Background: an optimization exercise with open tools, aiming at small area, a short achievable clock period and few clock cycles per item. Do not read the settings as production practice. At most, simulation tests tie the RTL to the original design; equivalence was not proved. The RTL of run 2 was laid out without a check of its function. Power figures rest on the tool's default switching activity, not on a simulated workload.

==> flow/design.v, too long to show whole: its modules and the start of the top module <==
// module madd_pipeline: 1446 lines
module madd_pipeline #(parameter data_width = 16, parameter n_blocks = 256, parameter full_width = 2 * data_width + 8, parameter n_channels = 16)
	(
		input wire clk,
		input wire reset,
		input wire enable,
		input  wire in_valid,
		output wire in_ready,
		output wire out_valid,
		input  wire out_ready,
		input  wire [$clog2(n_blocks) - 1 : 0] block_in,
		output wire [$clog2(n_blocks) - 1 : 0] block_out,
		input wire [4:0] shift,
		input wire shift_disable,
		input wire signedness,
		input wire saturate_disable,
		input wire signed [data_width - 1 : 0] arg_a_in,
		input wire signed [data_width - 1 : 0] arg_b_in,
		input wire signed [data_width - 1 : 0] arg_c_in,
		output wire signed [full_width - 1 : 0] result_out,
		input  wire [ch_addr_w - 1 : 0] dest_in,
		output wire [ch_addr_w - 1 : 0] dest_out,
		input  wire [4 - 1 : 0] commit_id_in,
		output wire [4 - 1 : 0] commit_id_out,
		input wire commit_flag_in,
		output wire commit_flag_out
	);
  // ...
==> flow/flow/run.sh <==
#!/bin/bash
# Own layout flow: the standard flow (standard.sh) with a few extra ORFS
# make variables, read one per line from flow/extra.mk. By default the port
# buffers that buffer_ports inserts are plain buf_2 cells (buffer_ports
# otherwise picks clkdlybuf4s50_1, a slow 10 um2 delay cell).
# Between synthesis and floorplan, flow/fixinv.py re-chooses the polarity of
# the full adders to drop the inverters that Yosys leaves between them; it
# changes no register and no other cell.
# Logs: flow_synth.log (synthesis), fixinv.log, flow_standard.log (the rest);
# each ORFS step also keeps its own log under orfs/logs/.
set -euo pipefail
cd "$(dirname "$0")/.."
EXTRA=()
PORTBUF="BUFFER_PORTS_ARGS=-buffer_cell sky130_fd_sc_hd__buf_2"
if [[ -f flow/extra.mk ]]; then
  while IFS= read -r line; do
    [[ -z "$line" || "$line" == \#* ]] && continue
    if [[ "$line" == BUFFER_PORTS_ARGS=* ]]; then PORTBUF="$line"; continue; fi
    EXTRA+=("$line")
  done < flow/extra.mk
fi
RES="$PWD/orfs/results/${FLOW_PLATFORM:-sky130hd}/madd_pipeline/base"
bash standard.sh "$PORTBUF" ${EXTRA[@]+"${EXTRA[@]}"} "$RES/1_2_yosys.v" > flow_synth.log 2>&1
python3 flow/fixinv.py "$RES/1_2_yosys.v" "$RES/1_2_yosys.fixinv.v" > fixinv.log 2>&1
cp "$RES/1_2_yosys.v" "$RES/1_2_yosys.orig.v"
mv "$RES/1_2_yosys.fixinv.v" "$RES/1_2_yosys.v"
bash standard.sh "$PORTBUF" ${EXTRA[@]+"${EXTRA[@]}"} finish > flow_standard.log 2>&1
==> flow/flow/fixinv.py <==
#!/usr/bin/env python3
"""Re-choose the polarity of the full adders in a flat sky130 gate netlist.

A full adder is self-dual: FA(~a, ~b, ~c) = (~sum, ~cout). Yosys' extract_fa
often leaves an inverter between two full adders; flipping a full adder (feeding
it the complements of its inputs, so that its outputs carry the complements of
their old values) can remove such inverters. This picks, greedily, the flips
that need the fewest inverters, then rebuilds the inverters: one per signal whose
loads need its complement. Only sky130_fd_sc_hd__inv_1 cells whose nets are not
ports and not named in assign statements are rebuilt; every other cell, and
every register, is left as it is.

usage: fixinv.py IN.v OUT.v
"""
import re
import sys

src = open(sys.argv[1]).read()
cell_re = re.compile(r'^(\s+)(sky130_fd_sc_hd__\w+)\s+(\S+)\s*\((.*?)\);\n', re.S | re.M)
pin_re = re.compile(r'\.(\w+)\(([^()]*)\)')
OUTS = {'X', 'Y', 'Q', 'Q_N', 'SUM', 'COUT', 'HI', 'LO'}
INV = 'sky130_fd_sc_hd__inv_1'
FA = 'sky130_fd_sc_hd__fa_1'

cells = []
for m in cell_re.finditer(src):
    pins = [(p, n.strip()) for p, n in pin_re.findall(m.group(4))]
    cells.append(dict(span=m.span(), ind=m.group(1), typ=m.group(2), name=m.group(3), pins=pins))

protected = set()
hdr = src[:cells[0]['span'][0]] if cells else src
ports = re.search(r'module\s+\w+\s*\((.*?)\);', src, re.S).group(1)
for decl in re.finditer(r'^\s*(input|output|inout)\s*(\[[^\]]*\])?\s*([^;]*);', src, re.M):
    for nm in decl.group(3).split(','):
        nm = nm.strip()
        if decl.group(2):
            hi, lo = [int(x) for x in decl.group(2)[1:-1].split(':')]
            for i in range(min(hi, lo), max(hi, lo) + 1):
                protected.add(f'{nm}[{i}]')
        protected.add(nm)
for a in re.finditer(r'^\s*assign\s+(.*?);', src, re.M | re.S):
    for tok in re.findall(r'\\\S+|[A-Za-z_][\w$]*(?:\s*\[\d+\])?', a.group(1)):
        protected.add(tok.replace(' ', ''))

driver = {}
for c in cells:
    for p, n in c['pins']:
        if p in OUTS:
            driver[n] = (c, p)

def is_free_inv(c):
    if c['typ'] != INV:
        return False
    d = dict(c['pins'])
    return d['A'] not in protected and d['Y'] not in protected

free_inv = [c for c in cells if is_free_inv(c)]
free_ids = set(id(c) for c in free_inv)

root_cache = {}
def root(n):
    """(root net, parity) of net n through free inverters."""
    if n in root_cache:
        return root_cache[n]
    d = driver.get(n)
    if d and id(d[0]) in free_ids:
        r, par = root(dict(d[0]['pins'])['A'])
        res = (r, par ^ 1)
    else:
        res = (n, 0)
    root_cache[n] = res
    return res

# loads: (cell, pin, root, parity) for every input pin of a kept cell
fas = [c for c in cells if c['typ'] == FA]
fa_idx = {id(c): i for i, c in enumerate(fas)}
loads = {}      # root -> list of [cell, pin, parity]
for c in cells:
    if id(c) in free_ids:
        continue
    for p, n in c['pins']:
        if p in OUTS:
            continue
        r, par = root(n)
        loads.setdefault(r, []).append((c, p, par))
# protected nets driven through free inverters are not possible (excluded above)

fa_out_root = {}  # root net -> fa index (its driver)
for i, c in enumerate(fas):
    for p, n in c['pins']:
        if p in ('SUM', 'COUT'):
            fa_out_root[n] = i

flip = [0] * len(fas)
frozen = set(i for i, c in enumerate(fas)
             if any(p in OUTS and n in protected for p, n in c['pins']))

def phase(r):
    i = fa_out_root.get(r)
    return flip[i] if i is not None else 0

def need_inv(r):
    ph = phase(r)
    for c, p, par in loads.get(r, []):
        q = par ^ (flip[fa_idx[id(c)]] if id(c) in fa_idx else 0)
        if q != ph:
            return 1
    return 0

def roots_of_fa(i):
    c = fas[i]
    rs = set()
    for p, n in c['pins']:
        if p in OUTS:
            rs.add(n)
        else:
            rs.add(root(n)[0])
    return rs

before = sum(need_inv(r) for r in loads)
improved = True
rounds = 0
while improved and rounds < 20:
    improved = False
    rounds += 1
    for i in range(len(fas)):
        if i in frozen:
            continue
        rs = roots_of_fa(i)
        old = sum(need_inv(r) for r in rs)
        flip[i] ^= 1
        new = sum(need_inv(r) for r in rs)
        if new < old:
            improved = True
        else:
            flip[i] ^= 1
after = sum(need_inv(r) for r in loads)

# rebuild
def esc(n):
    # escaped identifiers end at white space
    return n + ' ' if n.startswith('\\') else n

inv_net = {}
new_cells = []
new_wires = []
k = [0]
def inv_of(r):
    if r not in inv_net:
        k[0] += 1
        y = f'fixinv_{k[0]}_y'
        inv_net[r] = y
        new_wires.append(y)
        new_cells.append(f'  {INV} fixinv_{k[0]} (\n    .A({esc(r)}),\n    .Y({y})\n  );\n')
    return inv_net[r]

out = []
pos = 0
for c in cells:
    s, e = c['span']
    out.append(src[pos:s])
    pos = e
    if id(c) in free_ids:
        continue
    f = flip[fa_idx[id(c)]] if id(c) in fa_idx else 0
    pins = []
    for p, n in c['pins']:
        if p in OUTS:
            pins.append((p, n))
            continue
        r, par = root(n)
        q = par ^ f
        ph = phase(r)
        pins.append((p, r if q == ph else inv_of(r)))
    body = ',\n'.join(f'{c["ind"]}  .{p}({esc(n)})' for p, n in pins)
    out.append(f'{c["ind"]}{c["typ"]} {c["name"]} (\n{body}\n{c["ind"]});\n')
rest = src[pos:]
i = rest.rfind('endmodule')
out.append(rest[:i] + ''.join(new_cells) + rest[i:])
text = ''.join(out)
# declare the new wires after the module header
j = text.index(');', text.index('module')) + 2
text = text[:j] + '\n' + ''.join(f'  wire {w};\n' for w in new_wires) + text[j:]
open(sys.argv[2], 'w').write(text)
print(f'fixinv: {len(fas)} full adders, {sum(flip)} flipped; inverters rebuilt: '
      f'{len(free_inv)} -> {len(new_cells)} (cost {before} -> {after})', file=sys.stderr)
==> flow/standard.sh <==
#!/bin/bash
# synth_recipe.tcl (not shown) runs the flow's synth.tcl, then flattens the netlist and writes it again
# the make line also repeats each setting of config.mk as NAME=value (left out here)
make -C /OpenROAD-flow-scripts/flow DESIGN_CONFIG=/design/flow/config.mk WORK_HOME=/design/flow/orfs CLKGATE_MAP_FILE= SYNTH_SCRIPT=/design/flow/synth_recipe.tcl "${@:-finish}"
==> flow/config.mk <==
export PLATFORM = sky130hd
export DESIGN_NAME = madd_pipeline
export DESIGN_NICKNAME = madd_pipeline
export VERILOG_FILES = /design/flow/design.v
export SDC_FILE = /design/flow/constraint.sdc
export NUM_CORES = 4
export LEC_CHECK = 0
export ABC_AREA = 1
export CAP_MARGIN = 20
export CORE_MARGIN = 2
export CORE_UTILIZATION = 40
export SETUP_SLACK_MARGIN = 2.0
export SLEW_MARGIN = 20
==> flow/constraint.sdc <==
create_clock -name core_clock -period 7.5 [get_ports {clk}]
set_input_delay 1.5000 -clock core_clock [delete_from_list [all_inputs] [get_ports {clk}]]
set_output_delay 1.5000 -clock core_clock [all_outputs]
set_load 0.01 [all_outputs]
==> results.sh, run 1 <==
export IMPL_seq_cell_power_w=0.000999
export IMPL_io_buffers=136
export IMPL_grt_pass1_wl_mm=71.59
export IMPL_vias=13627
export IMPL_die_width_um=196.0
export IMPL_clock_area_frac=0.01938
export IMPL_insertion_delay_ns=0.35
export IMPL_groute_layer_met3_usage=0.02424
export IMPL_outcome="complete, no violations"
export IMPL_finish_instance_area_um2=16530
export IMPL_cp_top_family="adder cells"
export IMPL_pre_cts_ws_ns=1.298
export IMPL_total_power_w=0.006143
export IMPL_whs_ns=0.4693
export IMPL_period_share=0.7097
export IMPL_wl_met2_mm=21.51
export IMPL_grt_max_degree=71
export IMPL_synth_avg_cell_area_um2=7.497
export IMPL_worstHoldPathCells=2
export IMPL_routed_wl_mm=45.02
export IMPL_r2r_cells=4
export IMPL_largestPowerGroup="combinational logic"
export IMPL_max_freq_mhz=187.9
export IMPL_pwr_share_comb=0.758
export IMPL_powerDensity_nw_per_um2=371.7
export IMPL_hp_class="reg2reg"
export IMPL_use_met1=0.3166
export IMPL_setup_viol=0
export IMPL_antenna_found_initial=0
export IMPL_met2_usage=0.4000
export IMPL_drv_cap=0
export IMPL_fp_coreArea_um2=36430
export IMPL_multi_input_area_share=0.6530
export IMPL_nFlopsAndLatches=97
export IMPL_multi_input_area_um2=10790
export IMPL_worstHoldEndpoint="v_q"
Testbench counts, summed over its fixed seeds: cycles 24,008, items 24,000.
==> inputs of run 2 (changes only) <==
--- a/flow/design.v
+++ b/flow/design.v
@@ -1043,18 +1043,18 @@
 	assign s488 = crow[31] ^ s424 ^ c423;
 	assign c489 = (crow[31] & s424) | (crow[31] & c423) | (s424 & c423);
 	assign s490 = 1'b1 ^ crow[32] ^ c425;
 	assign c491 = (1'b1 & crow[32]) | (1'b1 & c425) | (crow[32] & c425);
 	assign s492 = 1'b1 ^ crow[33];
 	assign c493 = 1'b1 & crow[33];
 	wire [33:0] row0 = {s492, s490, s488, s486, s484, c481, c479, s478, s476, s474, c471, c469, c467, c465, c463, c461, c459, c457, c455, c453, c451, c449, c447, c445, c443, c441, c439, c437, c435, c433, c431, c429, c427, s426};
 	wire [33:0] row1 = {c491, c489, c487, c485, c483, s482, s480, c477, c475, c473, s472, s470, s468, s466, s464, s462, s460, s458, s456, s454, s452, s450, s448, s446, s444, s442, s440, s438, s436, s434, s432, s430, s428, crow[0]};
-	wire [14:0] sum_lo;
-	wire [13:0] fl_p, fl_g;
+	wire [12:0] sum_lo;
+	wire [11:0] fl_p, fl_g;
 	assign fl_p[0] = row0[0] ^ row1[0];
 	assign fl_g[0] = row0[0] & row1[0];
 	assign fl_p[1] = row0[1] ^ row1[1];
 	assign fl_g[1] = row0[1] & row1[1];
 	assign fl_p[2] = row0[2] ^ row1[2];
 	assign fl_g[2] = row0[2] & row1[2];
 	assign fl_p[3] = row0[3] ^ row1[3];
 	assign fl_g[3] = row0[3] & row1[3];
@@ -1069,128 +1069,106 @@
 	assign fl_p[8] = row0[8] ^ row1[8];
 	assign fl_g[8] = row0[8] & row1[8];
 	assign fl_p[9] = row0[9] ^ row1[9];
 	assign fl_g[9] = row0[9] & row1[9];
 	assign fl_p[10] = row0[10] ^ row1[10];
 	assign fl_g[10] = row0[10] & row1[10];
 	assign fl_p[11] = row0[11] ^ row1[11];
 	assign fl_g[11] = row0[11] & row1[11];
-	assign fl_p[12] = row0[12] ^ row1[12];
-	assign fl_g[12] = row0[12] & row1[12];
-	assign fl_p[13] = row0[13] ^ row1[13];
-	assign fl_g[13] = row0[13] & row1[13];
-	wire fl_G1 = fl_g[13] | (fl_p[13] & fl_g[12]);
-	wire fl_P1 = fl_p[13] & fl_p[12];
-	wire fl_G2 = fl_g[12] | (fl_p[12] & fl_g[11]);
-	wire fl_P2 = fl_p[12] & fl_p[11];
-	wire fl_G3 = fl_g[11] | (fl_p[11] & fl_g[10]);
-	wire fl_P3 = fl_p[11] & fl_p[10];
-	wire fl_G4 = fl_g[10] | (fl_p[10] & fl_g[9]);
-	wire fl_P4 = fl_p[10] & fl_p[9];
-	wire fl_G5 = fl_g[9] | (fl_p[9] & fl_g[8]);
-	wire fl_P5 = fl_p[9] & fl_p[8];
-	wire fl_G6 = fl_g[8] | (fl_p[8] & fl_g[7]);
-	wire fl_P6 = fl_p[8] & fl_p[7];
-	wire fl_G7 = fl_g[7] | (fl_p[7] & fl_g[6]);
-	wire fl_P7 = fl_p[7] & fl_p[6];
-	wire fl_G8 = fl_g[6] | (fl_p[6] & fl_g[5]);
-	wire fl_P8 = fl_p[6] & fl_p[5];
-	wire fl_G9 = fl_g[5] | (fl_p[5] & fl_g[4]);
-	wire fl_P9 = fl_p[5] & fl_p[4];
-	wire fl_G10 = fl_g[4] | (fl_p[4] & fl_g[3]);
-	wire fl_P10 = fl_p[4] & fl_p[3];
-	wire fl_G11 = fl_g[3] | (fl_p[3] & fl_g[2]);
-	wire fl_P11 = fl_p[3] & fl_p[2];
-	wire fl_G12 = fl_g[2] | (fl_p[2] & fl_g[1]);
-	wire fl_P12 = fl_p[2] & fl_p[1];
-	wire fl_G13 = fl_g[1] | (fl_p[1] & fl_g[0]);
-	wire fl_P13 = fl_p[1] & fl_p[0];
-	wire fl_G14 = fl_G1 | (fl_P1 & fl_G3);
-	wire fl_P14 = fl_P1 & fl_P3;
-	wire fl_G15 = fl_G2 | (fl_P2 & fl_G4);
-	wire fl_P15 = fl_P2 & fl_P4;
-	wire fl_G16 = fl_G3 | (fl_P3 & fl_G5);
-	wire fl_P16 = fl_P3 & fl_P5;
-	wire fl_G17 = fl_G4 | (fl_P4 & fl_G6);
-	wire fl_P17 = fl_P4 & fl_P6;
-	wire fl_G18 = fl_G5 | (fl_P5 & fl_G7);
-	wire fl_P18 = fl_P5 & fl_P7;
-	wire fl_G19 = fl_G6 | (fl_P6 & fl_G8);
-	wire fl_P19 = fl_P6 & fl_P8;
-	wire fl_G20 = fl_G7 | (fl_P7 & fl_G9);
-	wire fl_P20 = fl_P7 & fl_P9;
-	wire fl_G21 = fl_G8 | (fl_P8 & fl_G10);
-	wire fl_P21 = fl_P8 & fl_P10;
-	wire fl_G22 = fl_G9 | (fl_P9 & fl_G11);
-	wire fl_P22 = fl_P9 & fl_P11;
-	wire fl_G23 = fl_G10 | (fl_P10 & fl_G12);
-	wire fl_P23 = fl_P10 & fl_P12;
-	wire fl_G24 = fl_G11 | (fl_P11 & fl_G13);
-	wire fl_P24 = fl_P11 & fl_P13;
-	wire fl_G25 = fl_G12 | (fl_P12 & fl_g[0]);
-	wire fl_P25 = fl_P12 & fl_p[0];
-	wire fl_G26 = fl_G14 | (fl_P14 & fl_G18);
-	wire fl_P26 = fl_P14 & fl_P18;
-	wire fl_G27 = fl_G15 | (fl_P15 & fl_G19);
-	wire fl_P27 = fl_P15 & fl_P19;
-	wire fl_G28 = fl_G16 | (fl_P16 & fl_G20);
-	wire fl_P28 = fl_P16 & fl_P20;
-	wire fl_G29 = fl_G17 | (fl_P17 & fl_G21);
-	wire fl_P29 = fl_P17 & fl_P21;
-	wire fl_G30 = fl_G18 | (fl_P18 & fl_G22);
-	wire fl_P30 = fl_P18 & fl_P22;
-	wire fl_G31 = fl_G19 | (fl_P19 & fl_G23);
-	wire fl_P31 = fl_P19 & fl_P23;
-	wire fl_G32 = fl_G20 | (fl_P20 & fl_G24);
-	wire fl_P32 = fl_P20 & fl_P24;
-	wire fl_G33 = fl_G21 | (fl_P21 & fl_G25);
-	wire fl_P33 = fl_P21 & fl_P25;
-	wire fl_G34 = fl_G22 | (fl_P22 & fl_G13);
-	wire fl_P34 = fl_P22 & fl_P13;
-	wire fl_G35 = fl_G23 | (fl_P23 & fl_g[0]);
-	wire fl_P35 = fl_P23 & fl_p[0];
-	wire fl_G36 = fl_G26 | (fl_P26 & fl_G34);
-	wire fl_P36 = fl_P26 & fl_P34;
-	wire fl_G37 = fl_G27 | (fl_P27 & fl_G35);
-	wire fl_P37 = fl_P27 & fl_P35;
-	wire fl_G38 = fl_G28 | (fl_P28 & fl_G24);
-	wire fl_P38 = fl_P28 & fl_P24;
-	wire fl_G39 = fl_G29 | (fl_P29 & fl_G25);
-	wire fl_P39 = fl_P29 & fl_P25;
-	wire fl_G40 = fl_G30 | (fl_P30 & fl_G13);
-	wire fl_P40 = fl_P30 & fl_P13;
-	wire fl_G41 = fl_G31 | (fl_P31 & fl_g[0]);
-	wire fl_P41 = fl_P31 & fl_p[0];
+	wire fl_G1 = fl_g[11] | (fl_p[11] & fl_g[10]);
+	wire fl_P1 = fl_p[11] & fl_p[10];
+	wire fl_G2 = fl_g[10] | (fl_p[10] & fl_g[9]);
+	wire fl_P2 = fl_p[10] & fl_p[9];
+	wire fl_G3 = fl_g[9] | (fl_p[9] & fl_g[8]);
+	wire fl_P3 = fl_p[9] & fl_p[8];
+	wire fl_G4 = fl_g[8] | (fl_p[8] & fl_g[7]);
+	wire fl_P4 = fl_p[8] & fl_p[7];
+	wire fl_G5 = fl_g[7] | (fl_p[7] & fl_g[6]);
+	wire fl_P5 = fl_p[7] & fl_p[6];
+	wire fl_G6 = fl_g[6] | (fl_p[6] & fl_g[5]);
+	wire fl_P6 = fl_p[6] & fl_p[5];
+	wire fl_G7 = fl_g[5] | (fl_p[5] & fl_g[4]);
+	wire fl_P7 = fl_p[5] & fl_p[4];
+	wire fl_G8 = fl_g[4] | (fl_p[4] & fl_g[3]);
+	wire fl_P8 = fl_p[4] & fl_p[3];
+	wire fl_G9 = fl_g[3] | (fl_p[3] & fl_g[2]);
+	wire fl_P9 = fl_p[3] & fl_p[2];
+	wire fl_G10 = fl_g[2] | (fl_p[2] & fl_g[1]);
+	wire fl_P10 = fl_p[2] & fl_p[1];
+	wire fl_G11 = fl_g[1] | (fl_p[1] & fl_g[0]);
+	wire fl_P11 = fl_p[1] & fl_p[0];
+	wire fl_G12 = fl_G1 | (fl_P1 & fl_G3);
+	wire fl_P12 = fl_P1 & fl_P3;
+	wire fl_G13 = fl_G2 | (fl_P2 & fl_G4);
+	wire fl_P13 = fl_P2 & fl_P4;
+	wire fl_G14 = fl_G3 | (fl_P3 & fl_G5);
+	wire fl_P14 = fl_P3 & fl_P5;
+	wire fl_G15 = fl_G4 | (fl_P4 & fl_G6);
+	wire fl_P15 = fl_P4 & fl_P6;
+	wire fl_G16 = fl_G5 | (fl_P5 & fl_G7);
+	wire fl_P16 = fl_P5 & fl_P7;
+	wire fl_G17 = fl_G6 | (fl_P6 & fl_G8);
+	wire fl_P17 = fl_P6 & fl_P8;
+	wire fl_G18 = fl_G7 | (fl_P7 & fl_G9);
+	wire fl_P18 = fl_P7 & fl_P9;
+	wire fl_G19 = fl_G8 | (fl_P8 & fl_G10);
+	wire fl_P19 = fl_P8 & fl_P10;
+	wire fl_G20 = fl_G9 | (fl_P9 & fl_G11);
+	wire fl_P20 = fl_P9 & fl_P11;
+	wire fl_G21 = fl_G10 | (fl_P10 & fl_g[0]);
+	wire fl_P21 = fl_P10 & fl_p[0];
+	wire fl_G22 = fl_G12 | (fl_P12 & fl_G16);
+	wire fl_P22 = fl_P12 & fl_P16;
+	wire fl_G23 = fl_G13 | (fl_P13 & fl_G17);
+	wire fl_P23 = fl_P13 & fl_P17;
+	wire fl_G24 = fl_G14 | (fl_P14 & fl_G18);
+	wire fl_P24 = fl_P14 & fl_P18;
+	wire fl_G25 = fl_G15 | (fl_P15 & fl_G19);
+	wire fl_P25 = fl_P15 & fl_P19;
+	wire fl_G26 = fl_G16 | (fl_P16 & fl_G20);
+	wire fl_P26 = fl_P16 & fl_P20;
+	wire fl_G27 = fl_G17 | (fl_P17 & fl_G21);
+	wire fl_P27 = fl_P17 & fl_P21;
+	wire fl_G28 = fl_G18 | (fl_P18 & fl_G11);
+	wire fl_P28 = fl_P18 & fl_P11;
+	wire fl_G29 = fl_G19 | (fl_P19 & fl_g[0]);
+	wire fl_P29 = fl_P19 & fl_p[0];
+	wire fl_G30 = fl_G22 | (fl_P22 & fl_G20);
+	wire fl_P30 = fl_P22 & fl_P20;
+	wire fl_G31 = fl_G23 | (fl_P23 & fl_G21);
+	wire fl_P31 = fl_P23 & fl_P21;
+	wire fl_G32 = fl_G24 | (fl_P24 & fl_G11);
+	wire fl_P32 = fl_P24 & fl_P11;
+	wire fl_G33 = fl_G25 | (fl_P25 & fl_g[0]);
+	wire fl_P33 = fl_P25 & fl_p[0];
 	assign sum_lo[0] = fl_p[0];
 	assign sum_lo[1] = fl_p[1] ^ fl_g[0];
-	assign sum_lo[2] = fl_p[2] ^ fl_G13;
-	assign sum_lo[3] = fl_p[3] ^ fl_G25;
-	assign sum_lo[4] = fl_p[4] ^ fl_G24;
-	assign sum_lo[5] = fl_p[5] ^ fl_G35;
-	assign sum_lo[6] = fl_p[6] ^ fl_G34;
-	assign sum_lo[7] = fl_p[7] ^ fl_G33;
-	assign sum_lo[8] = fl_p[8] ^ fl_G32;
-	assign sum_lo[9] = fl_p[9] ^ fl_G41;
-	assign sum_lo[10] = fl_p[10] ^ fl_G40;
-	assign sum_lo[11] = fl_p[11] ^ fl_G39;
-	assign sum_lo[12] = fl_p[12] ^ fl_G38;
-	assign sum_lo[13] = fl_p[13] ^ fl_G37;
-	wire fl_cout = fl_G36;
-	assign sum_lo[14] = fl_cout;
+	assign sum_lo[2] = fl_p[2] ^ fl_G11;
+	assign sum_lo[3] = fl_p[3] ^ fl_G21;
+	assign sum_lo[4] = fl_p[4] ^ fl_G20;
+	assign sum_lo[5] = fl_p[5] ^ fl_G29;
+	assign sum_lo[6] = fl_p[6] ^ fl_G28;
+	assign sum_lo[7] = fl_p[7] ^ fl_G27;
+	assign sum_lo[8] = fl_p[8] ^ fl_G26;
+	assign sum_lo[9] = fl_p[9] ^ fl_G33;
+	assign sum_lo[10] = fl_p[10] ^ fl_G32;
+	assign sum_lo[11] = fl_p[11] ^ fl_G31;
+	wire fl_cout = fl_G30;
+	assign sum_lo[12] = fl_cout;
 	reg        v_q;
 	reg [3:0]  sh_q;
 	reg        big_q, rb_en_q, satd_q, sg_q;
 	reg [15:0] c_q;
 	reg [7:0]  block_q;
 	reg [3:0]  dest_q, cid_q;
 	reg        cf_q;
-	reg [14:0] lo_q;
-	reg [33:14] h0_q;
-	reg [33:14] h1_q;
+	reg [12:0] lo_q;
+	reg [33:12] h0_q;
+	reg [33:12] h1_q;
 	assign in_ready  = ~v_q | out_ready;
 	assign out_valid = v_q;
 	wire take_in  = in_valid & in_ready;
 	wire take_out = v_q & out_ready;
 	always @(posedge clk) begin
 		if (reset)
 			v_q <= 1'b0;
 		else if (enable) begin
@@ -1198,232 +1176,258 @@
 				v_q <= 1'b1;
 			else if (take_out)
 				v_q <= 1'b0;
 		end
 	end
 	always @(posedge clk) begin
 		if (enable & take_in) begin
 			lo_q <= sum_lo;
-			h0_q <= row0[33:14];
-			h1_q <= row1[33:14];
+			h0_q <= row0[33:12];
+			h1_q <= row1[33:12];
 			sh_q    <= (shift_disable & ~big) ? 4'd0 : s4;
 			big_q   <= big;
 			rb_en_q <= big & ~shift_disable;
 			satd_q  <= saturate_disable;
 			sg_q    <= signedness;
 			c_q     <= arg_c_in;
 			block_q <= block_in;
 			dest_q  <= dest_in;
 			cid_q   <= commit_id_in;
 			cf_q    <= commit_flag_in;
 		end
 	end
-	wire [19:0] xh;
-	wire [19:0] fh_p, fh_g;
-	assign fh_p[0] = h0_q[14] ^ h1_q[14];
-	assign fh_g[0] = h0_q[14] & h1_q[14];
-	assign fh_p[1] = h0_q[15] ^ h1_q[15];
-	assign fh_g[1] = h0_q[15] & h1_q[15];
-	assign fh_p[2] = h0_q[16] ^ h1_q[16];
-	assign fh_g[2] = h0_q[16] & h1_q[16];
-	assign fh_p[3] = h0_q[17] ^ h1_q[17];
-	assign fh_g[3] = h0_q[17] & h1_q[17];
-	assign fh_p[4] = h0_q[18] ^ h1_q[18];
-	assign fh_g[4] = h0_q[18] & h1_q[18];
-	assign fh_p[5] = h0_q[19] ^ h1_q[19];
-	assign fh_g[5] = h0_q[19] & h1_q[19];
-	assign fh_p[6] = h0_q[20] ^ h1_q[20];
-	assign fh_g[6] = h0_q[20] & h1_q[20];
-	assign fh_p[7] = h0_q[21] ^ h1_q[21];
-	assign fh_g[7] = h0_q[21] & h1_q[21];
-	assign fh_p[8] = h0_q[22] ^ h1_q[22];
-	assign fh_g[8] = h0_q[22] & h1_q[22];
-	assign fh_p[9] = h0_q[23] ^ h1_q[23];
-	assign fh_g[9] = h0_q[23] & h1_q[23];
-	assign fh_p[10] = h0_q[24] ^ h1_q[24];
-	assign fh_g[10] = h0_q[24] & h1_q[24];
-	assign fh_p[11] = h0_q[25] ^ h1_q[25];
-	assign fh_g[11] = h0_q[25] & h1_q[25];
-	assign fh_p[12] = h0_q[26] ^ h1_q[26];
-	assign fh_g[12] = h0_q[26] & h1_q[26];
-	assign fh_p[13] = h0_q[27] ^ h1_q[27];
-	assign fh_g[13] = h0_q[27] & h1_q[27];
-	assign fh_p[14] = h0_q[28] ^ h1_q[28];
-	assign fh_g[14] = h0_q[28] & h1_q[28];
-	assign fh_p[15] = h0_q[29] ^ h1_q[29];
-	assign fh_g[15] = h0_q[29] & h1_q[29];
-	assign fh_p[16] = h0_q[30] ^ h1_q[30];
-	assign fh_g[16] = h0_q[30] & h1_q[30];
-	assign fh_p[17] = h0_q[31] ^ h1_q[31];
-	assign fh_g[17] = h0_q[31] & h1_q[31];
-	assign fh_p[18] = h0_q[32] ^ h1_q[32];
-	assign fh_g[18] = h0_q[32] & h1_q[32];
-	assign fh_p[19] = h0_q[33] ^ h1_q[33];
-	assign fh_g[19] = h0_q[33] & h1_q[33];
-	wire fh_G1 = fh_g[19] | (fh_p[19] & fh_g[18]);
-	wire fh_P1 = fh_p[19] & fh_p[18];
-	wire fh_G2 = fh_g[18] | (fh_p[18] & fh_g[17]);
-	wire fh_P2 = fh_p[18] & fh_p[17];
-	wire fh_G3 = fh_g[17] | (fh_p[17] & fh_g[16]);
-	wire fh_P3 = fh_p[17] & fh_p[16];
-	wire fh_G4 = fh_g[16] | (fh_p[16] & fh_g[15]);
-	wire fh_P4 = fh_p[16] & fh_p[15];
-	wire fh_G5 = fh_g[15] | (fh_p[15] & fh_g[14]);
-	wire fh_P5 = fh_p[15] & fh_p[14];
-	wire fh_G6 = fh_g[14] | (fh_p[14] & fh_g[13]);
-	wire fh_P6 = fh_p[14] & fh_p[13];
-	wire fh_G7 = fh_g[13] | (fh_p[13] & fh_g[12]);
-	wire fh_P7 = fh_p[13] & fh_p[12];
-	wire fh_G8 = fh_g[12] | (fh_p[12] & fh_g[11]);
-	wire fh_P8 = fh_p[12] & fh_p[11];
-	wire fh_G9 = fh_g[11] | (fh_p[11] & fh_g[10]);
-	wire fh_P9 = fh_p[11] & fh_p[10];
-	wire fh_G10 = fh_g[10] | (fh_p[10] & fh_g[9]);
-	wire fh_P10 = fh_p[10] & fh_p[9];
-	wire fh_G11 = fh_g[9] | (fh_p[9] & fh_g[8]);
-	wire fh_P11 = fh_p[9] & fh_p[8];
-	wire fh_G12 = fh_g[8] | (fh_p[8] & fh_g[7]);
-	wire fh_P12 = fh_p[8] & fh_p[7];
-	wire fh_G13 = fh_g[7] | (fh_p[7] & fh_g[6]);
-	wire fh_P13 = fh_p[7] & fh_p[6];
-	wire fh_G14 = fh_g[6] | (fh_p[6] & fh_g[5]);
-	wire fh_P14 = fh_p[6] & fh_p[5];
-	wire fh_G15 = fh_g[5] | (fh_p[5] & fh_g[4]);
-	wire fh_P15 = fh_p[5] & fh_p[4];
-	wire fh_G16 = fh_g[4] | (fh_p[4] & fh_g[3]);
-	wire fh_P16 = fh_p[4] & fh_p[3];
-	wire fh_G17 = fh_g[3] | (fh_p[3] & fh_g[2]);
-	wire fh_P17 = fh_p[3] & fh_p[2];
-	wire fh_G18 = fh_g[2] | (fh_p[2] & fh_g[1]);
-	wire fh_P18 = fh_p[2] & fh_p[1];
-	wire fh_G19 = fh_g[1] | (fh_p[1] & fh_g[0]);
-	wire fh_P19 = fh_p[1] & fh_p[0];
-	wire fh_G20 = fh_G1 | (fh_P1 & fh_G3);
-	wire fh_P20 = fh_P1 & fh_P3;
-	wire fh_G21 = fh_G2 | (fh_P2 & fh_G4);
-	wire fh_P21 = fh_P2 & fh_P4;
-	wire fh_G22 = fh_G3 | (fh_P3 & fh_G5);
-	wire fh_P22 = fh_P3 & fh_P5;
-	wire fh_G23 = fh_G4 | (fh_P4 & fh_G6);
-	wire fh_P23 = fh_P4 & fh_P6;
-	wire fh_G24 = fh_G5 | (fh_P5 & fh_G7);
-	wire fh_P24 = fh_P5 & fh_P7;
-	wire fh_G25 = fh_G6 | (fh_P6 & fh_G8);
-	wire fh_P25 = fh_P6 & fh_P8;
-	wire fh_G26 = fh_G7 | (fh_P7 & fh_G9);
-	wire fh_P26 = fh_P7 & fh_P9;
-	wire fh_G27 = fh_G8 | (fh_P8 & fh_G10);
-	wire fh_P27 = fh_P8 & fh_P10;
-	wire fh_G28 = fh_G9 | (fh_P9 & fh_G11);
-	wire fh_P28 = fh_P9 & fh_P11;
-	wire fh_G29 = fh_G10 | (fh_P10 & fh_G12);
-	wire fh_P29 = fh_P10 & fh_P12;
-	wire fh_G30 = fh_G11 | (fh_P11 & fh_G13);
-	wire fh_P30 = fh_P11 & fh_P13;
-	wire fh_G31 = fh_G12 | (fh_P12 & fh_G14);
-	wire fh_P31 = fh_P12 & fh_P14;
-	wire fh_G32 = fh_G13 | (fh_P13 & fh_G15);
-	wire fh_P32 = fh_P13 & fh_P15;
-	wire fh_G33 = fh_G14 | (fh_P14 & fh_G16);
-	wire fh_P33 = fh_P14 & fh_P16;
-	wire fh_G34 = fh_G15 | (fh_P15 & fh_G17);
-	wire fh_P34 = fh_P15 & fh_P17;
-	wire fh_G35 = fh_G16 | (fh_P16 & fh_G18);
-	wire fh_P35 = fh_P16 & fh_P18;
-	wire fh_G36 = fh_G17 | (fh_P17 & fh_G19);
-	wire fh_P36 = fh_P17 & fh_P19;
-	wire fh_G37 = fh_G18 | (fh_P18 & fh_g[0]);
-	wire fh_P37 = fh_P18 & fh_p[0];
-	wire fh_G38 = fh_G20 | (fh_P20 & fh_G24);
-	wire fh_P38 = fh_P20 & fh_P24;
-	wire fh_G39 = fh_G21 | (fh_P21 & fh_G25);
-	wire fh_P39 = fh_P21 & fh_P25;
-	wire fh_G40 = fh_G22 | (fh_P22 & fh_G26);
-	wire fh_P40 = fh_P22 & fh_P26;
-	wire fh_G41 = fh_G23 | (fh_P23 & fh_G27);
-	wire fh_P41 = fh_P23 & fh_P27;
-	wire fh_G42 = fh_G24 | (fh_P24 & fh_G28);
-	wire fh_P42 = fh_P24 & fh_P28;
-	wire fh_G43 = fh_G25 | (fh_P25 & fh_G29);
-	wire fh_P43 = fh_P25 & fh_P29;
-	wire fh_G44 = fh_G26 | (fh_P26 & fh_G30);
-	wire fh_P44 = fh_P26 & fh_P30;
-	wire fh_G45 = fh_G27 | (fh_P27 & fh_G31);
-	wire fh_P45 = fh_P27 & fh_P31;
-	wire fh_G46 = fh_G28 | (fh_P28 & fh_G32);
-	wire fh_P46 = fh_P28 & fh_P32;
-	wire fh_G47 = fh_G29 | (fh_P29 & fh_G33);
-	wire fh_P47 = fh_P29 & fh_P33;
-	wire fh_G48 = fh_G30 | (fh_P30 & fh_G34);
-	wire fh_P48 = fh_P30 & fh_P34;
-	wire fh_G49 = fh_G31 | (fh_P31 & fh_G35);
-	wire fh_P49 = fh_P31 & fh_P35;
-	wire fh_G50 = fh_G32 | (fh_P32 & fh_G36);
-	wire fh_P50 = fh_P32 & fh_P36;
-	wire fh_G51 = fh_G33 | (fh_P33 & fh_G37);
-	wire fh_P51 = fh_P33 & fh_P37;
-	wire fh_G52 = fh_G34 | (fh_P34 & fh_G19);
-	wire fh_P52 = fh_P34 & fh_P19;
-	wire fh_G53 = fh_G35 | (fh_P35 & fh_g[0]);
-	wire fh_P53 = fh_P35 & fh_p[0];
-	wire fh_G54 = fh_G38 | (fh_P38 & fh_G46);
-	wire fh_P54 = fh_P38 & fh_P46;
-	wire fh_G55 = fh_G39 | (fh_P39 & fh_G47);
-	wire fh_P55 = fh_P39 & fh_P47;
-	wire fh_G56 = fh_G40 | (fh_P40 & fh_G48);
-	wire fh_P56 = fh_P40 & fh_P48;
-	wire fh_G57 = fh_G41 | (fh_P41 & fh_G49);
-	wire fh_P57 = fh_P41 & fh_P49;
-	wire fh_G58 = fh_G42 | (fh_P42 & fh_G50);
-	wire fh_P58 = fh_P42 & fh_P50;
-	wire fh_G59 = fh_G43 | (fh_P43 & fh_G51);
-	wire fh_P59 = fh_P43 & fh_P51;
-	wire fh_G60 = fh_G44 | (fh_P44 & fh_G52);
-	wire fh_P60 = fh_P44 & fh_P52;
-	wire fh_G61 = fh_G45 | (fh_P45 & fh_G53);
-	wire fh_P61 = fh_P45 & fh_P53;
-	wire fh_G62 = fh_G46 | (fh_P46 & fh_G36);
-	wire fh_P62 = fh_P46 & fh_P36;
-	wire fh_G63 = fh_G47 | (fh_P47 & fh_G37);
-	wire fh_P63 = fh_P47 & fh_P37;
-	wire fh_G64 = fh_G48 | (fh_P48 & fh_G19);
-	wire fh_P64 = fh_P48 & fh_P19;
-	wire fh_G65 = fh_G49 | (fh_P49 & fh_g[0]);
-	wire fh_P65 = fh_P49 & fh_p[0];
-	wire fh_G66 = fh_G54 | (fh_P54 & fh_G36);
-	wire fh_P66 = fh_P54 & fh_P36;
-	wire fh_G67 = fh_G55 | (fh_P55 & fh_G37);
-	wire fh_P67 = fh_P55 & fh_P37;
-	wire fh_G68 = fh_G56 | (fh_P56 & fh_G19);
-	wire fh_P68 = fh_P56 & fh_P19;
-	wire fh_G69 = fh_G57 | (fh_P57 & fh_g[0]);
-	wire fh_P69 = fh_P57 & fh_p[0];
-	assign xh[0] = fh_p[0] ^ lo_q[14];
-	assign xh[1] = fh_p[1] ^ (fh_g[0] | (fh_p[0] & lo_q[14]));
-	assign xh[2] = fh_p[2] ^ (fh_G19 | (fh_P19 & lo_q[14]));
-	assign xh[3] = fh_p[3] ^ (fh_G37 | (fh_P37 & lo_q[14]));
-	assign xh[4] = fh_p[4] ^ (fh_G36 | (fh_P36 & lo_q[14]));
-	assign xh[5] = fh_p[5] ^ (fh_G53 | (fh_P53 & lo_q[14]));
-	assign xh[6] = fh_p[6] ^ (fh_G52 | (fh_P52 & lo_q[14]));
-	assign xh[7] = fh_p[7] ^ (fh_G51 | (fh_P51 & lo_q[14]));
-	assign xh[8] = fh_p[8] ^ (fh_G50 | (fh_P50 & lo_q[14]));
-	assign xh[9] = fh_p[9] ^ (fh_G65 | (fh_P65 & lo_q[14]));
-	assign xh[10] = fh_p[10] ^ (fh_G64 | (fh_P64 & lo_q[14]));
-	assign xh[11] = fh_p[11] ^ (fh_G63 | (fh_P63 & lo_q[14]));
-	assign xh[12] = fh_p[12] ^ (fh_G62 | (fh_P62 & lo_q[14]));
-	assign xh[13] = fh_p[13] ^ (fh_G61 | (fh_P61 & lo_q[14]));
-	assign xh[14] = fh_p[14] ^ (fh_G60 | (fh_P60 & lo_q[14]));
-	assign xh[15] = fh_p[15] ^ (fh_G59 | (fh_P59 & lo_q[14]));
-	assign xh[16] = fh_p[16] ^ (fh_G58 | (fh_P58 & lo_q[14]));
-	assign xh[17] = fh_p[17] ^ (fh_G69 | (fh_P69 & lo_q[14]));
-	assign xh[18] = fh_p[18] ^ (fh_G68 | (fh_P68 & lo_q[14]));
-	assign xh[19] = fh_p[19] ^ (fh_G67 | (fh_P67 & lo_q[14]));
-	wire fh_cout = fh_G66 | (fh_P66 & lo_q[14]);
-	wire [33:0] x = {xh, lo_q[13:0]};
+	wire [21:0] xh;
+	wire [21:0] fh_p, fh_g;
+	assign fh_p[0] = h0_q[12] ^ h1_q[12];
+	assign fh_g[0] = h0_q[12] & h1_q[12];
+	assign fh_p[1] = h0_q[13] ^ h1_q[13];
+	assign fh_g[1] = h0_q[13] & h1_q[13];
+	assign fh_p[2] = h0_q[14] ^ h1_q[14];
+	assign fh_g[2] = h0_q[14] & h1_q[14];
+	assign fh_p[3] = h0_q[15] ^ h1_q[15];
+	assign fh_g[3] = h0_q[15] & h1_q[15];
+	assign fh_p[4] = h0_q[16] ^ h1_q[16];
+	assign fh_g[4] = h0_q[16] & h1_q[16];
+	assign fh_p[5] = h0_q[17] ^ h1_q[17];
+	assign fh_g[5] = h0_q[17] & h1_q[17];
+	assign fh_p[6] = h0_q[18] ^ h1_q[18];
+	assign fh_g[6] = h0_q[18] & h1_q[18];
+	assign fh_p[7] = h0_q[19] ^ h1_q[19];
+	assign fh_g[7] = h0_q[19] & h1_q[19];
+	assign fh_p[8] = h0_q[20] ^ h1_q[20];
+	assign fh_g[8] = h0_q[20] & h1_q[20];
+	assign fh_p[9] = h0_q[21] ^ h1_q[21];
+	assign fh_g[9] = h0_q[21] & h1_q[21];
+	assign fh_p[10] = h0_q[22] ^ h1_q[22];
+	assign fh_g[10] = h0_q[22] & h1_q[22];
+	assign fh_p[11] = h0_q[23] ^ h1_q[23];
+	assign fh_g[11] = h0_q[23] & h1_q[23];
+	assign fh_p[12] = h0_q[24] ^ h1_q[24];
+	assign fh_g[12] = h0_q[24] & h1_q[24];
+	assign fh_p[13] = h0_q[25] ^ h1_q[25];
+	assign fh_g[13] = h0_q[25] & h1_q[25];
+	assign fh_p[14] = h0_q[26] ^ h1_q[26];
+	assign fh_g[14] = h0_q[26] & h1_q[26];
+	assign fh_p[15] = h0_q[27] ^ h1_q[27];
+	assign fh_g[15] = h0_q[27] & h1_q[27];
+	assign fh_p[16] = h0_q[28] ^ h1_q[28];
+	assign fh_g[16] = h0_q[28] & h1_q[28];
+	assign fh_p[17] = h0_q[29] ^ h1_q[29];
+	assign fh_g[17] = h0_q[29] & h1_q[29];
+	assign fh_p[18] = h0_q[30] ^ h1_q[30];
+	assign fh_g[18] = h0_q[30] & h1_q[30];
+	assign fh_p[19] = h0_q[31] ^ h1_q[31];
+	assign fh_g[19] = h0_q[31] & h1_q[31];
+	assign fh_p[20] = h0_q[32] ^ h1_q[32];
+	assign fh_g[20] = h0_q[32] & h1_q[32];
+	assign fh_p[21] = h0_q[33] ^ h1_q[33];
+	assign fh_g[21] = h0_q[33] & h1_q[33];
+	wire fh_G1 = fh_g[21] | (fh_p[21] & fh_g[20]);
+	wire fh_P1 = fh_p[21] & fh_p[20];
+	wire fh_G2 = fh_g[20] | (fh_p[20] & fh_g[19]);
+	wire fh_P2 = fh_p[20] & fh_p[19];
+	wire fh_G3 = fh_g[19] | (fh_p[19] & fh_g[18]);
+	wire fh_P3 = fh_p[19] & fh_p[18];
+	wire fh_G4 = fh_g[18] | (fh_p[18] & fh_g[17]);
+	wire fh_P4 = fh_p[18] & fh_p[17];
+	wire fh_G5 = fh_g[17] | (fh_p[17] & fh_g[16]);
+	wire fh_P5 = fh_p[17] & fh_p[16];
+	wire fh_G6 = fh_g[16] | (fh_p[16] & fh_g[15]);
+	wire fh_P6 = fh_p[16] & fh_p[15];
+	wire fh_G7 = fh_g[15] | (fh_p[15] & fh_g[14]);
+	wire fh_P7 = fh_p[15] & fh_p[14];
+	wire fh_G8 = fh_g[14] | (fh_p[14] & fh_g[13]);
+	wire fh_P8 = fh_p[14] & fh_p[13];
+	wire fh_G9 = fh_g[13] | (fh_p[13] & fh_g[12]);
+	wire fh_P9 = fh_p[13] & fh_p[12];
+	wire fh_G10 = fh_g[12] | (fh_p[12] & fh_g[11]);
+	wire fh_P10 = fh_p[12] & fh_p[11];
+	wire fh_G11 = fh_g[11] | (fh_p[11] & fh_g[10]);
+	wire fh_P11 = fh_p[11] & fh_p[10];
+	wire fh_G12 = fh_g[10] | (fh_p[10] & fh_g[9]);
+	wire fh_P12 = fh_p[10] & fh_p[9];
+	wire fh_G13 = fh_g[9] | (fh_p[9] & fh_g[8]);
+	wire fh_P13 = fh_p[9] & fh_p[8];
+	wire fh_G14 = fh_g[8] | (fh_p[8] & fh_g[7]);
+	wire fh_P14 = fh_p[8] & fh_p[7];
+	wire fh_G15 = fh_g[7] | (fh_p[7] & fh_g[6]);
+	wire fh_P15 = fh_p[7] & fh_p[6];
+	wire fh_G16 = fh_g[6] | (fh_p[6] & fh_g[5]);
+	wire fh_P16 = fh_p[6] & fh_p[5];
+	wire fh_G17 = fh_g[5] | (fh_p[5] & fh_g[4]);
+	wire fh_P17 = fh_p[5] & fh_p[4];
+	wire fh_G18 = fh_g[4] | (fh_p[4] & fh_g[3]);
+	wire fh_P18 = fh_p[4] & fh_p[3];
+	wire fh_G19 = fh_g[3] | (fh_p[3] & fh_g[2]);
+	wire fh_P19 = fh_p[3] & fh_p[2];
+	wire fh_G20 = fh_g[2] | (fh_p[2] & fh_g[1]);
+	wire fh_P20 = fh_p[2] & fh_p[1];
+	wire fh_G21 = fh_g[1] | (fh_p[1] & fh_g[0]);
+	wire fh_P21 = fh_p[1] & fh_p[0];
+	wire fh_G22 = fh_G1 | (fh_P1 & fh_G3);
+	wire fh_P22 = fh_P1 & fh_P3;
+	wire fh_G23 = fh_G2 | (fh_P2 & fh_G4);
+	wire fh_P23 = fh_P2 & fh_P4;
+	wire fh_G24 = fh_G3 | (fh_P3 & fh_G5);
+	wire fh_P24 = fh_P3 & fh_P5;
+	wire fh_G25 = fh_G4 | (fh_P4 & fh_G6);
+	wire fh_P25 = fh_P4 & fh_P6;
+	wire fh_G26 = fh_G5 | (fh_P5 & fh_G7);
+	wire fh_P26 = fh_P5 & fh_P7;
+	wire fh_G27 = fh_G6 | (fh_P6 & fh_G8);
+	wire fh_P27 = fh_P6 & fh_P8;
+	wire fh_G28 = fh_G7 | (fh_P7 & fh_G9);
+	wire fh_P28 = fh_P7 & fh_P9;
+	wire fh_G29 = fh_G8 | (fh_P8 & fh_G10);
+	wire fh_P29 = fh_P8 & fh_P10;
+	wire fh_G30 = fh_G9 | (fh_P9 & fh_G11);
+	wire fh_P30 = fh_P9 & fh_P11;
+	wire fh_G31 = fh_G10 | (fh_P10 & fh_G12);
+	wire fh_P31 = fh_P10 & fh_P12;
+	wire fh_G32 = fh_G11 | (fh_P11 & fh_G13);
+	wire fh_P32 = fh_P11 & fh_P13;
+	wire fh_G33 = fh_G12 | (fh_P12 & fh_G14);
+	wire fh_P33 = fh_P12 & fh_P14;
+	wire fh_G34 = fh_G13 | (fh_P13 & fh_G15);
+	wire fh_P34 = fh_P13 & fh_P15;
+	wire fh_G35 = fh_G14 | (fh_P14 & fh_G16);
+	wire fh_P35 = fh_P14 & fh_P16;
+	wire fh_G36 = fh_G15 | (fh_P15 & fh_G17);
+	wire fh_P36 = fh_P15 & fh_P17;
+	wire fh_G37 = fh_G16 | (fh_P16 & fh_G18);
+	wire fh_P37 = fh_P16 & fh_P18;
+	wire fh_G38 = fh_G17 | (fh_P17 & fh_G19);
+	wire fh_P38 = fh_P17 & fh_P19;
+	wire fh_G39 = fh_G18 | (fh_P18 & fh_G20);
+	wire fh_P39 = fh_P18 & fh_P20;
+	wire fh_G40 = fh_G19 | (fh_P19 & fh_G21);
+	wire fh_P40 = fh_P19 & fh_P21;
+	wire fh_G41 = fh_G20 | (fh_P20 & fh_g[0]);
+	wire fh_P41 = fh_P20 & fh_p[0];
+	wire fh_G42 = fh_G22 | (fh_P22 & fh_G26);
+	wire fh_P42 = fh_P22 & fh_P26;
+	wire fh_G43 = fh_G23 | (fh_P23 & fh_G27);
+	wire fh_P43 = fh_P23 & fh_P27;
+	wire fh_G44 = fh_G24 | (fh_P24 & fh_G28);
+	wire fh_P44 = fh_P24 & fh_P28;
+	wire fh_G45 = fh_G25 | (fh_P25 & fh_G29);
+	wire fh_P45 = fh_P25 & fh_P29;
+	wire fh_G46 = fh_G26 | (fh_P26 & fh_G30);
+	wire fh_P46 = fh_P26 & fh_P30;
+	wire fh_G47 = fh_G27 | (fh_P27 & fh_G31);
+	wire fh_P47 = fh_P27 & fh_P31;
+	wire fh_G48 = fh_G28 | (fh_P28 & fh_G32);
+	wire fh_P48 = fh_P28 & fh_P32;
+	wire fh_G49 = fh_G29 | (fh_P29 & fh_G33);
+	wire fh_P49 = fh_P29 & fh_P33;
+	wire fh_G50 = fh_G30 | (fh_P30 & fh_G34);
+	wire fh_P50 = fh_P30 & fh_P34;
+	wire fh_G51 = fh_G31 | (fh_P31 & fh_G35);
+	wire fh_P51 = fh_P31 & fh_P35;
+	wire fh_G52 = fh_G32 | (fh_P32 & fh_G36);
+	wire fh_P52 = fh_P32 & fh_P36;
+	wire fh_G53 = fh_G33 | (fh_P33 & fh_G37);
+	wire fh_P53 = fh_P33 & fh_P37;
+	wire fh_G54 = fh_G34 | (fh_P34 & fh_G38);
+	wire fh_P54 = fh_P34 & fh_P38;
+	wire fh_G55 = fh_G35 | (fh_P35 & fh_G39);
+	wire fh_P55 = fh_P35 & fh_P39;
+	wire fh_G56 = fh_G36 | (fh_P36 & fh_G40);
+	wire fh_P56 = fh_P36 & fh_P40;
+	wire fh_G57 = fh_G37 | (fh_P37 & fh_G41);
+	wire fh_P57 = fh_P37 & fh_P41;
+	wire fh_G58 = fh_G38 | (fh_P38 & fh_G21);
+	wire fh_P58 = fh_P38 & fh_P21;
+	wire fh_G59 = fh_G39 | (fh_P39 & fh_g[0]);
+	wire fh_P59 = fh_P39 & fh_p[0];
+	wire fh_G60 = fh_G42 | (fh_P42 & fh_G50);
+	wire fh_P60 = fh_P42 & fh_P50;
+	wire fh_G61 = fh_G43 | (fh_P43 & fh_G51);
+	wire fh_P61 = fh_P43 & fh_P51;
+	wire fh_G62 = fh_G44 | (fh_P44 & fh_G52);
+	wire fh_P62 = fh_P44 & fh_P52;
+	wire fh_G63 = fh_G45 | (fh_P45 & fh_G53);
+	wire fh_P63 = fh_P45 & fh_P53;
+	wire fh_G64 = fh_G46 | (fh_P46 & fh_G54);
+	wire fh_P64 = fh_P46 & fh_P54;
+	wire fh_G65 = fh_G47 | (fh_P47 & fh_G55);
+	wire fh_P65 = fh_P47 & fh_P55;
+	wire fh_G66 = fh_G48 | (fh_P48 & fh_G56);
+	wire fh_P66 = fh_P48 & fh_P56;
+	wire fh_G67 = fh_G49 | (fh_P49 & fh_G57);
+	wire fh_P67 = fh_P49 & fh_P57;
+	wire fh_G68 = fh_G50 | (fh_P50 & fh_G58);
+	wire fh_P68 = fh_P50 & fh_P58;
+	wire fh_G69 = fh_G51 | (fh_P51 & fh_G59);
+	wire fh_P69 = fh_P51 & fh_P59;
+	wire fh_G70 = fh_G52 | (fh_P52 & fh_G40);
+	wire fh_P70 = fh_P52 & fh_P40;
+	wire fh_G71 = fh_G53 | (fh_P53 & fh_G41);
+	wire fh_P71 = fh_P53 & fh_P41;
+	wire fh_G72 = fh_G54 | (fh_P54 & fh_G21);
+	wire fh_P72 = fh_P54 & fh_P21;
+	wire fh_G73 = fh_G55 | (fh_P55 & fh_g[0]);
+	wire fh_P73 = fh_P55 & fh_p[0];
+	wire fh_G74 = fh_G60 | (fh_P60 & fh_G58);
+	wire fh_P74 = fh_P60 & fh_P58;
+	wire fh_G75 = fh_G61 | (fh_P61 & fh_G59);
+	wire fh_P75 = fh_P61 & fh_P59;
+	wire fh_G76 = fh_G62 | (fh_P62 & fh_G40);
+	wire fh_P76 = fh_P62 & fh_P40;
+	wire fh_G77 = fh_G63 | (fh_P63 & fh_G41);
+	wire fh_P77 = fh_P63 & fh_P41;
+	wire fh_G78 = fh_G64 | (fh_P64 & fh_G21);
+	wire fh_P78 = fh_P64 & fh_P21;
+	wire fh_G79 = fh_G65 | (fh_P65 & fh_g[0]);
+	wire fh_P79 = fh_P65 & fh_p[0];
+	assign xh[0] = fh_p[0] ^ lo_q[12];
+	assign xh[1] = fh_p[1] ^ (fh_g[0] | (fh_p[0] & lo_q[12]));
+	assign xh[2] = fh_p[2] ^ (fh_G21 | (fh_P21 & lo_q[12]));
+	assign xh[3] = fh_p[3] ^ (fh_G41 | (fh_P41 & lo_q[12]));
+	assign xh[4] = fh_p[4] ^ (fh_G40 | (fh_P40 & lo_q[12]));
+	assign xh[5] = fh_p[5] ^ (fh_G59 | (fh_P59 & lo_q[12]));
+	assign xh[6] = fh_p[6] ^ (fh_G58 | (fh_P58 & lo_q[12]));
+	assign xh[7] = fh_p[7] ^ (fh_G57 | (fh_P57 & lo_q[12]));
+	assign xh[8] = fh_p[8] ^ (fh_G56 | (fh_P56 & lo_q[12]));
+	assign xh[9] = fh_p[9] ^ (fh_G73 | (fh_P73 & lo_q[12]));
+	assign xh[10] = fh_p[10] ^ (fh_G72 | (fh_P72 & lo_q[12]));
+	assign xh[11] = fh_p[11] ^ (fh_G71 | (fh_P71 & lo_q[12]));
+	assign xh[12] = fh_p[12] ^ (fh_G70 | (fh_P70 & lo_q[12]));
+	assign xh[13] = fh_p[13] ^ (fh_G69 | (fh_P69 & lo_q[12]));
+	assign xh[14] = fh_p[14] ^ (fh_G68 | (fh_P68 & lo_q[12]));
+	assign xh[15] = fh_p[15] ^ (fh_G67 | (fh_P67 & lo_q[12]));
+	assign xh[16] = fh_p[16] ^ (fh_G66 | (fh_P66 & lo_q[12]));
+	assign xh[17] = fh_p[17] ^ (fh_G79 | (fh_P79 & lo_q[12]));
+	assign xh[18] = fh_p[18] ^ (fh_G78 | (fh_P78 & lo_q[12]));
+	assign xh[19] = fh_p[19] ^ (fh_G77 | (fh_P77 & lo_q[12]));
+	assign xh[20] = fh_p[20] ^ (fh_G76 | (fh_P76 & lo_q[12]));
+	assign xh[21] = fh_p[21] ^ (fh_G75 | (fh_P75 & lo_q[12]));
+	wire fh_cout = fh_G74 | (fh_P74 & lo_q[12]);
+	wire [33:0] x = {xh, lo_q[11:0]};
 	wire signed [33:0] y = $signed(x) >>> sh_q;
 	wire [17:0] xd = x[33:16] ^ x[32:15];
 	reg  [17:0] suf;
 	integer k;
 	always @(*) begin
 		suf[17] = xd[17];
 		for (k = 16; k >= 0; k = k - 1)
 			suf[k] = suf[k + 1] | xd[k];
==> flow/flow/run.sh (replaced) <==
#!/bin/bash
# Own layout flow: the standard flow (standard.sh) with a few extra ORFS
# make variables, read one per line from flow/extra.mk. By default the port
# buffers that buffer_ports inserts are plain buf_2 cells (buffer_ports
# otherwise picks clkdlybuf4s50_1, a slow 10 um2 delay cell).
# The full output of the flow goes to flow_standard.log in this folder; each
# ORFS step keeps its own log under orfs/logs/.
set -euo pipefail
cd "$(dirname "$0")/.."
EXTRA=()
PORTBUF="BUFFER_PORTS_ARGS=-buffer_cell sky130_fd_sc_hd__buf_2"
if [[ -f flow/extra.mk ]]; then
  while IFS= read -r line; do
    [[ -z "$line" || "$line" == \#* ]] && continue
    if [[ "$line" == BUFFER_PORTS_ARGS=* ]]; then PORTBUF="$line"; continue; fi
    EXTRA+=("$line")
  done < flow/extra.mk
fi
bash standard.sh "$PORTBUF" ${EXTRA[@]+"${EXTRA[@]}"} finish > flow_standard.log 2>&1
removed: flow/flow/fixinv.py
==> run 2 against run 1 <==
Effect of this change: core utilization increased by 0.41 points; worst hold slack improved by 0.026 ns; combinational power is 4% lower; non-clock buffer count increased by 14; sequential power barely moved; via count grew 4.3%; highest routed layer unchanged; clock power decreased by 11%; die area up 3.9%; synthesized cell count rose by 6.3%; critical path depth unchanged.
==> results.sh, run 2 <==
export IMPL_dp_cells=2657
export IMPL_tightest_slew_ns=0.8789
export IMPL_synthDistinctLibCells=52
export IMPL_rr_endpoint="c_q[9]"
export IMPL_yosysSeqAreaShare=0.1932
export IMPL_pre_cts_ws_ns=1.197
export IMPL_maxSlewHeadroom=0.4134
export IMPL_synth_mux_area_frac=0.005876
export IMPL_slowest_stage="fa_1"
export IMPL_powerDensity_nw_per_um2=343.5
export IMPL_synth_most_common_cell="nand2_1"
export IMPL_synth_cell_area_um2=15330
export IMPL_cts_tree="yes"
export IMPL_cts_htree_levels=3
export IMPL_layout_drive_gt1_share=0.1385
export IMPL_synthArstFlopShare=0
export IMPL_cp_arrival_ns=5.48
export IMPL_hold_violations=0
export IMPL_drt_iter0_drc=973
export IMPL_dpl_hpwl_mm=37.61
export IMPL_ys_warn_count=1
export IMPL_criticalPathCategory="in2reg"
export IMPL_fin_setup_tns_ns=0
export IMPL_final_common_cell="nand2_1"
export IMPL_critPathMaxFanout=23
export IMPL_first_global_vias=13705
export IMPL_rsz0062_at_grt="true"
export IMPL_fin_skew_ns=0.01209
export IMPL_diodes=0
export IMPL_r2r_cells=4
export IMPL_synth_fa_ha_area_frac=0.2309
export IMPL_min_period_ns=5.376
export IMPL_die_area_um2=39910
export IMPL_end_kind="register"
export IMPL_total_power_w=0.005922
export IMPL_post_drt_via_cell_ratio=5.266
export IMPL_insertion_delay_ns=0.37
export IMPL_cts_buffer_depth=2
export IMPL_grt_pass1_wl_mm=73.27
export IMPL_overflow=0
export IMPL_outcome="complete, no violations"
export IMPL_synthCells=2091
export IMPL_crit_top_cell="inv_1"
export IMPL_total_leakage_power_nw=8.156
export IMPL_synthSimpleGateAreaFrac=0.2008
export IMPL_drv_cap=0
export IMPL_r2r_start="v_q"
export IMPL_synth_xor_area_share=0.09295
export IMPL_synth_avg_cell_area_um2=7.332
export IMPL_grt_max_degree=71
export IMPL_yosys_top_cells_count="nand2_1 (461), inv_1 (335), o21ai_0 (168), xor2_1 (152), fa_1 (140)"
export IMPL_rows=71
export IMPL_wire_per_inst_um=17.40
export IMPL_antenna_found_initial=0
export IMPL_cp_num_cells=20
export IMPL_io_buffers=136
export IMPL_cts_sinks=99
export IMPL_yosys_area_top_type="edfxtp_1"
export IMPL_fin_ws_ns=2.124
export IMPL_max_freq_mhz=186.0
export IMPL_holdBufCountCts=0
export IMPL_routed_wl_mm=46.95
export IMPL_finalNonFillerCells=2698
export IMPL_setup_viol=0
export IMPL_synth_area_leaders="edfxtp_1 (19%), fa_1 (18%), nand2_1 (11%)"
export IMPL_final_cell_mix="nand2_1 (450), inv_1 (328), o21ai_0 (165)"
export IMPL_synth_top_family_by_area="adder cells"
export IMPL_grt_use_total=0.2357
export IMPL_peakVddDrop_mv=0.1519
export IMPL_synth_edff_count=98
export IMPL_areaGrowthSynthToFinish_pct=12.44
export IMPL_reg_top3="h0_q (22), h1_q (22), c_q (16)"
export IMPL_root_buffer="clkbuf_16"
export IMPL_hp_class="reg2reg"
export IMPL_start_util=0.4071
export IMPL_cts_buffers=9
export IMPL_report_final_slew_viol_count=0
export IMPL_fp_coreArea_um2=37670
export IMPL_cp_start_kind="input pin"
export IMPL_ant_nets=0
export IMPL_ys_ff_latch=99
export IMPL_firstDrtPassIters=7
export IMPL_place_gp_congestion=0.9574
export IMPL_drcViolationCount=0
export IMPL_slowest_delay_ns=0.44
export IMPL_vias=14208
export IMPL_cp_top_family="adder cells"
export IMPL_n_fill_cell=3920
export IMPL_clk_pin_slew_ns=0.06
export IMPL_die_y_um=199.8
export IMPL_crit_required_ns=7.60
export IMPL_finish_instance_area_um2=17240
export IMPL_crit_chain="buf_2, nor2_1, inv_1, nor2_1, buf_6, clkinvlp_4, ha_2, inv_1, nor3_1, o311ai_1, fa_1, inv_1, fa_1, fa_1, ha_1, inv_1, o21bai_1, and2_1, nor2_1, xor2_1"
export IMPL_period_share=0.7168
export IMPL_ys_flop_type="edfxtp_1"
export IMPL_crit_buf_inv=7
export IMPL_regToRegSetupSlack_ns=5.43
export IMPL_crit_start="shift_disable"
export IMPL_crit_path_end="lo_q[11]"
export IMPL_postPlaceCellArea_um2=16430
export IMPL_die_width_um=199.8
export IMPL_synth_fp_nets=2368
export IMPL_io_pins=137
export IMPL_synth_compound_area_frac=0.1581
export IMPL_synth_top_area_share=0.1919
export IMPL_nets=2459
[run 2: how the worst min path moves through the flow]
stage	cells after the start	slack (ns)	endpoint	start
2_1_floorplan	2	0.49	v_q	v_q
3_3_place_gp	2	0.45	v_q	v_q
3_5_place_dp	2	0.49	v_q	v_q
4_1_cts	2	0.50	v_q	v_q
5_1_grt	2	0.52	v_q	v_q
6_report	2	0.50	v_q	v_q
[run 2: cell families (layout without fill, tap and decap cells)]
| kind of cell | after synthesis | count (layout) |
|---|---|---|
| buffers and inverters | 468 | 563 |
| muxes | 9 | 9 |
| and+or+nand+nor | 728 | 729 |
| DFF | 99 | 99 |
| xor gates and xnor gates | 161 | 161 |
| AOI/OAI and AO/OA | 427 | 427 |
| adders and majority gates | 199 | 199 |
[run 2: area by class of cell]
cell class,count,area [µm²],area share
Multi-Input combinational cell,1525,10870,0.6307
Sequential cell,99,2963,0.1719
Inverter,360,1399,0.08114
Timing Repair Buffer,184,1070,0.06206
Tap cell,511,639.4,0.03709
Clock buffer,10,229.0,0.01328
Clock inverter,6,48.80,0.002831
Timing Repair inverter,3,17.52,0.001016
[run 2: power by group]
part / leakage [nW] / internal [W] / switching (W)
Combinational: 7.10 / 0.00166 / 0.00282
Sequential: 0.927 / 0.000938 / 0.0000695
Clock: 0.126 / 0.000228 / 0.000208
Total: 8.16 / 0.00283 / 0.00310
[run 2: layer usage]
layer / wire, µm / up-vias / GRT usage
li1: - / 6962 / -
met1: 20630 / 6659 / 0.3130
met2: 22180 / 510 / 0.3976
met3: 2889 / 77 / 0.02907
met4: 1243 / 0 / 0.08176
met5: 0 / - / 0
[run 2: through the flow]
step / utilization / hold slack [ns]
after global placement: 0.4363 / 0.4521
after floorplan: - / 0.4884
after detailed placement: 0.4363 / 0.4898
final: 0.4577 / 0.4956
after global routing: 0.4577 / 0.5235
after CTS: 0.4453 / 0.4985
[run 2: timing repair]
| item | CTS | global route |
|---|---|---|
| setup endpoints to repair | 42 | 54 |
| gates resized for setup | 12 | 73 |
| cloned | 0 | 4 |
| buffers inserted | 3 | 18 |
| pin swaps | 2 | 6 |
[run 2: worst min-delay path: stages (launching register included)]
cell and delay [ns]:
dfxtp_1 0.32, nand2_1 0.07, a21oi_1 0.06

-- port drivers added, routing unchanged --
The results above use ideal ports. As a check the final layouts listed here were re-extracted and re-timed, cells and wires unchanged.
Step 1: set_driving_cell puts a clkbuf_16 on clk and a buf_2 on each other input, an assumption about the parent block.
Step 2, shift: input delay + t, output delay - t, t = (earliest + latest rising clock arrival at the registers) / 2. This alone moves slack from input paths to output paths.
Three values: ideal ports, drivers, drivers and shift; two values: the first two.
run | t (ns) | setup slack, ns | cell pins on the clock port's net
run 1 | 0.390 | 2.177 / 2.190 / 1.800 | 1
run 2 | 0.405 | 2.124 / 2.132 / 1.727 | 1
After both steps every run listed still meets setup and hold. The setup slack of run 2, which loses most, moves by +0.008 ns with the drivers and by -0.397 ns with both steps.
